Source: an optimization exercise on an open RTL-to-GDS flow (aim: small area, a short achievable clock period and few clock cycles). Production flows keep margins and buffers that such runs may drop.
The RTL was checked by simulation tests, not by an equivalence proof against the original design.
Power figures rest on the tool's default switching activity, not on a simulated workload.

[design/flow/design.v]
module mammal (
      input clk,
      input rst,
      input [15:0] data_in,
      output logic [15:0] data_out,
      output logic [11:0] address,
      output memwt,
      input INT,
      output logic intack
);
logic [11:0] pc,ir;  
logic [11:0] interruptreg;  
logic [4:0] state;  
logic [15:0] regbank [7:0]; 
logic zeroflag;  
logic intflag;  
logic [15:0] result;  
logic zeroresult;
localparam FETCH=5'b00000,
LDI=5'b00001,
LD=5'b00010,
ST=5'b00011,
JZ=5'b00100,
JMP=5'b00101,
ALU=5'b00111,
PUSH=5'b01000,
POP1=5'b01001,
CALL=5'b01010,
RET1=5'b01011,
STI=5'b01100,
CLI=5'b01101,
IRET1=5'b01110,
POP2= 5'b10000,
RET2= 5'b10001,
IRET2=5'b10010,
IRET3=5'b10011,
INT1= 5'b10100,
INT2= 5'b10101,
INT3= 5'b10110;
always_ff @(posedge clk)
begin
    if (rst)
    begin
        state <= FETCH;
        zeroflag <= 0;
        pc <= 0;
        intflag <= 0;  
    end
    else
    case(state)
    FETCH:
    begin
        if ( {1'b0,data_in[15:12] }==JZ)
            if (zeroflag)
               state <= JMP;
            else
               state <= FETCH;
        else
            state <= { 1'b0, data_in[15:12] };
        ir<=data_in[11:0];
        pc<=pc+1;
    end
    LDI:
    begin
        regbank[ ir[2:0] ] <= data_in;
        pc<=pc+1;
       if ( intflag & INT )
              state <= INT1;
       else
              state <= FETCH;
      end
     LD:
     begin
         regbank[ir[2:0]] <= data_in;
         if ( intflag & INT )
              state <= INT1;
         else
              state <= FETCH;
      end
      ST:
      begin
          if ( intflag & INT )
              state <= INT1;
         else
              state <= FETCH;
      end
      JMP:
      begin
           pc <= pc+ir;
           if ( intflag & INT )
                state <= INT1;
           else
                state <= FETCH;
       end
       ALU:
       begin
           regbank[ir[2:0]]<=result;
           zeroflag<=zeroresult;
           if ( intflag & INT )
                  state <= INT1;
           else
                  state <= FETCH;
           end
      PUSH:
      begin
           regbank[7]<=regbank[7]-1;
           if ( intflag & INT )
               state <= INT1;
           else
               state <= FETCH;
      end
      POP1:
      begin
           regbank[7]<=regbank[7]+1;
           state <= POP2;
      end
     POP2:  
     begin
           regbank[ir[2:0]] <= data_in;
           if ( intflag & INT )
                state <= INT1;
           else
                state <= FETCH;
      end
CALL:
begin
regbank[7]<=regbank[7]-1;
pc<=pc+ir;
if ( intflag & INT )
state <= INT1;
else
state <= FETCH;
end
RET1:
begin
regbank[7]<=regbank[7]+1;
state <= RET2;
end
RET2:
begin
pc<=data_in[11:0];
if ( intflag & INT )
state <= INT1;
else
state <= FETCH;
end
INT1:
begin
regbank[7]<=regbank[7]-1;
intflag <= 0;
state <= INT2;
end
INT2:
begin
regbank[7]<=regbank[7]-1;
interruptreg <= 12'(data_in+16'h07f0);
state <= INT3;
end
INT3:
begin
pc<=data_in[11:0];
state <= FETCH;
end
IRET1:
begin
regbank[7]<=regbank[7]+1;
state <= IRET2;
end
IRET2:
begin
regbank[7]<=regbank[7]+1;
zeroflag <= data_in[0];
state <= IRET3;
end
IRET3:
begin
pc <= data_in;
if ( intflag & INT )
state <= INT1;
else
state <= FETCH;
end
STI:
begin
intflag <= 1;
if ( intflag & INT )
state <= INT1;
else
state <= FETCH;
end
CLI:
begin
intflag <= 0;
state <= FETCH;
end
endcase
end
always_comb
case (state)
LD: address=regbank[ir[5:3]][11:0];
ST: address=regbank[ir[5:3]][11:0];
PUSH: address=regbank[7][11:0];
POP2: address=regbank[7][11:0];
CALL: address=regbank[7][11:0];
RET2: address=regbank[7][11:0];
INT1: address=regbank[7][11:0];
INT2: address=regbank[7][11:0];
INT3: address=interruptreg;
IRET1: address=regbank[7][11:0];
IRET2: address=regbank[7][11:0];
IRET3: address=regbank[7][11:0];
default: address=pc;
endcase
assign memwt=(state==ST)||(state==PUSH)||(state==CALL) || (state==INT1) || (state==INT2);
always_comb
begin
case (state)
INT2: intack = 1'b1;
default: intack = 1'b0;
endcase
end
always_comb
begin
case (state)
CALL: data_out = {4'b0,pc};
INT1: data_out = {4'b0,pc};
INT2: data_out = {15'b0, zeroflag};
default: data_out = regbank[ir[8:6]];
endcase
end
always_comb  
case (ir[11:9])
3'h0: result = regbank[ir[8:6]]+regbank[ir[5:3]];  
3'h1: result = regbank[ir[8:6]]-regbank[ir[5:3]];  
3'h2: result = regbank[ir[8:6]]&regbank[ir[5:3]];  
3'h3: result = regbank[ir[8:6]]|regbank[ir[5:3]];  
3'h4: result = regbank[ir[8:6]]^regbank[ir[5:3]];  
3'h7: case (ir[8:6])
3'h0: result = !regbank[ir[5:3]];
3'h1: result = regbank[ir[5:3]];
3'h2: result = regbank[ir[5:3]]+1;
3'h3: result = regbank[ir[5:3]]-1;
default: result=16'h0000;
endcase
default: result=16'h0000;
endcase
assign zeroresult = ~|result;
endmodule
[design/flow/config.mk]
export PLATFORM = sky130hd
export DESIGN_NAME = mammal
export DESIGN_NICKNAME = mammal
export VERILOG_FILES = /design/flow/design.v
export SDC_FILE = /design/flow/constraint.sdc
export NUM_CORES = 4
export LEC_CHECK = 0
export CAP_MARGIN = 20
export CORE_MARGIN = 2
export CORE_UTILIZATION = 40
export SLEW_MARGIN = 20
[design/flow/run.sh]
#!/bin/bash
# synth_recipe.tcl (not shown) runs the flow's synth.tcl, then flattens the netlist and writes it again
# the make line also repeats each setting of config.mk as NAME=value (left out here)
make -C /OpenROAD-flow-scripts/flow DESIGN_CONFIG=/design/flow/config.mk WORK_HOME=/design/flow/orfs CLKGATE_MAP_FILE= SYNTH_SCRIPT=/design/flow/synth_recipe.tcl finish
[design/flow/constraint.sdc]
create_clock -name core_clock -period 6.0 [get_ports {clk}]
set_input_delay 1.2000 -clock core_clock [delete_from_list [all_inputs] [get_ports {clk}]]
set_output_delay 1.2000 -clock core_clock [all_outputs]
set_load 0.01 [all_outputs]
==> results.py <==
metrics = {
    "timing": {
        "slew_headroom_pct": 27.5,
        "period_needed_ps": 5600,
        "period_share_pct": 93.4,
        "finalSetupTns_ps": 0,
        "skew_ps": 15.3,
        "setup_ws_ps": 397,
        "drv_slew": 0,
        "max_freq_mhz": 178,
        "grt_setup_unrepaired": "false",
        "worstMarginPinSlew_ps": 1080,
        "finalSetupViolCount": 0,
        "hold_violations": 0,
    },
    "worst_setup_path": {
        "cp_max_fo": 23,
        "r2r_slack_ps": 400,
        "worstPathRequired_ps": 6110,
        "crit_type": "register to register",
        "worst_ep_arrival_time_ps": 5720,
        "reg2reg_to": "regbank[0][14]$_DFFE_PP_",
        "end_kind": "register",
        "cp-start-kind": "register",
        "r2r_cells": 19,
    },
    "placed_design": {
        "dp_hpwl_um": 33600,
        "pre_cts_slack_ps": 348,
        "gp_congestion": 0.997,
        "placedCellCount": 1774,
        "io_buffers": 48,
    },
    "synthesis": {
        "synth_fp_nets": 1398,
        "synth_commonest_cells": "edfxtp_1, nand2_1, nor2_1",
        "synth-xor-area-share_pct": 3.91,
        "synth_compound_area_share_pct": 15.9,
        "synth_adder_area_share_pct": 7.37,
        "synth_top_area_share_pct": 34.0,
        "synth_edf_count": 152,
        "syn_area_sq_um": 13400,
        "synthTopCellsByArea": "edfxtp_1, mux4_2, ha_1",
        "async_flop_share_pct": 0,
        "yosysWarnings": 1,
        "yosysUniqueCellTypes": 83,
        "syn_area_per_cell_sq_um": 10.3,
        "synthCells": 1301,
        "seq_area_frac_synth_pct": 37.7,
        "synth_top_cell_by_area": "edfxtp_1",
        "ys_ff_latch": 177,
        "yosysMostFrequentCell": "edfxtp_1",
        "synthSimpleGateAreaFrac_pct": 14.1,
        "synth_ff_type": "edfxtp_1",
        "synth.area.mux_share_pct": 16.3,
        "synth_top_family_by_area": "multiplexers",
    },
    "power": {
        "p_leak_uw": 0.00547,
        "ir_worst_vdd_mv": 0.221,
        "power_density_nw_per_um2": 661,
    },
    "final_layout": {
        "syn2layout_area_growth_pct": 13.1,
        "layout-drive-gt1-share_pct": 14.2,
        "n_antenna_cell": 0,
        "final_cells": 1806,
        "finish.utilization_pct": 45.7,
        "final_nets": 1442,
    },
    "floorplan": {
        "die_y_um": 187,
        "die-area_sq_um": 35100,
        "start_util_pct": 40.4,
        "rows": 67,
        "core_sq_um": 33300,
        "die_w_um": 187,
        "num_io_pins": 49,
    },
    "global_route": {
        "overflow": 0,
        "grt_start_max_net_pins": 34,
        "antenna_found_initial": 0,
        "grt_usage_pct": 25.0,
        "grt_pass1_vias": 10600,
        "grt_pass1_wl_um": 66000,
    },
    "clock_tree": {
        "clock_sinks": 177,
        "post_cts_buffers": 0,
        "cts.reportedPaths.clkPinSlew_ps": 70,
        "clock_path_buffers": 2,
        "cts_buffers": 17,
        "root_buffer": "clkbuf_16",
        "htree_levels": 4,
        "insertion_delay_ps": 450,
        "holdBufCountCts": 0,
        "cts-resized-gates": 0,
        "cts_tree": "built",
    },
    "hold_path": {
        "hp-start": "ir[3]$_DFFE_PP_",
        "min_path_type": "register to register",
        "hold_depth": 2,
    },
    "routing": {
        "wl_per_cell_um": 24.5,
        "firstDrtPassIters": 7,
        "viasPerCell": 6.17,
        "drc": 0,
        "drt-total-wl_um": 44300,
        "drt-initial-drc-count": 1376,
        "postRouteAntennaNets": 0,
        "num_vias": 11100,
    },
    "run_status": {
        "outcome": "timing/DRC/antenna clean",
    },
    "run": {
        "max_cap_violations": 0,
    },
}
==> layout by cell type, fill, tap and decap left out, types with 8 or more instances in the layout <==
| cell | instances |
|---|---|
| edfxtp_1 | 152 |
| nand2_1 | 111 |
| nor2_1 | 96 |
| a21oi_1 | 78 |
| ha_1 | 76 |
| o21ai_0 | 73 |
| inv_1 | 66 |
| mux4_2 | 60 |
| buf_4 | 58 |
| clkdlybuf4s50_1 | 48 |
| mux2i_1 | 45 |
| xnor2_1 | 39 |
| nor3_1 | 35 |
| nand3_1 | 23 |
| dfxtp_1 | 22 |
| xor2_1 | 21 |
| a211oi_1 | 21 |
| and2_1 | 17 |
| clkbuf_16 | 17 |
| a222oi_1 | 16 |
| o211ai_1 | 16 |
| a31oi_1 | 14 |
| nor2b_1 | 13 |
| nand2b_1 | 13 |
| a21o_1 | 12 |
| nor4_1 | 9 |
| or3_1 | 9 |
| nand4_1 | 9 |
| and3_1 | 9 |
| o31ai_1 | 8 |
==> flip-flops by register name, indices dropped and copies added (netlist names), named ones only <==
name	cells
state	5
ir	12
zeroflag	1
intflag	1
regbank	128
pc	12
interruptreg	12
==> through the flow <==
stage,total power (uW),hold slack [ps],instance area [sq um]
floorplan,6490,432,13400
global placement,8740,469,14600
detailed placement,8760,469,14600
CTS,9920,505,15200
global route,10700,556,15200
finish,10100,510,15200
==> cell type report <==
type                            count  area (sq um)
Fill cell                        3107         18100
Multi-Input combinational cell    970          7790
Sequential cell                   177          5070
Timing Repair Buffer              106           916
Tap cell                          448           561
Clock buffer                       17           425
Inverter                           73           277
Clock inverter                     15           168
==> routing by layer <==
layer | global-route usage (%) | wire (um) | up-vias
li1 | - | - | 5080
met1 | 34.2 | 18900 | 5432
met2 | 39.5 | 20100 | 552
met3 | 4.32 | 3590 | 80
met4 | 10.2 | 1680 | 0
met5 | 0 | 0 | -
==> cell families after synthesis <==
family | Yosys count
and+or+nand+nor | 385
AOI/OAI and AO/OA | 323
DFF | 177
buffers and inverters | 154
muxes | 124
adders and majority gates | 78
xor gates and xnor gates | 60
==> how the worst max path moves through the flow <==
stage                        start                        to  slack, ps
after floorplan           register  regbank[0][15]$_DFFE_PP_       1250
after global placement    register  regbank[2][14]$_DFFE_PP_        520
after detailed placement  register  regbank[3][14]$_DFFE_PP_        350
after CTS                 register  regbank[3][14]$_DFFE_PP_        310
after global routing      register  regbank[2][15]$_DFFE_PP_        130
final                     register  regbank[0][14]$_DFFE_PP_        400
==> power by group <==
group	switching, uW	leakage, uW	internal (uW)
logic	4110	0.00360	2910
clock network	531	0.000292	594
registers	313	0.00158	1600
==> critical path, cell delays in order, from the launching register on <==
cell	delay, ps
dfxtp_2	660
buf_4	320
mux4_1	350
mux2i_4	240
ha_1	240
inv_1	60
or3_1	430
o31ai_1	270
xnor2_1	100
ha_1	330
a21boi_0	420
nand3_1	200
a21boi_0	230
o21ai_0	160
a21oi_1	190
mux2i_1	90
a211oi_1	410
a21oi_1	140
a21oi_1	200
o21ai_1	230
Testbench counts, summed over its fixed seeds: cycles 145,846.

[re-timing with driven ports]
No port has a modelled driver above. Below, the same layout with a new extraction and two added sets of constraints. Step 1 sets driving cells, clkbuf_16 on the clock port and buf_2 on the other inputs (assumed; they add their load-dependent delay and slew). Step 2 times the ports against the registers' clock, not the clock port: input delays grow and output delays shrink by t, the midpoint of the rising clock arrivals with the driver on. a / b / c = ideal / step 1 / step 2; a / b = the first two.
t, ns: 0.485
setup WS [ns]: 0.397 / 0.397 / 0.397
hold WS [ns]: 0.510 / 0.510 / 0.510
worst setup path at the end: register to register
worst register clock-pin slew, ns: 0.08 / 0.08
After both steps this run still meets setup and hold. The setup slack of this run moves by 0.000 ns with the drivers and by 0.000 ns with both steps.
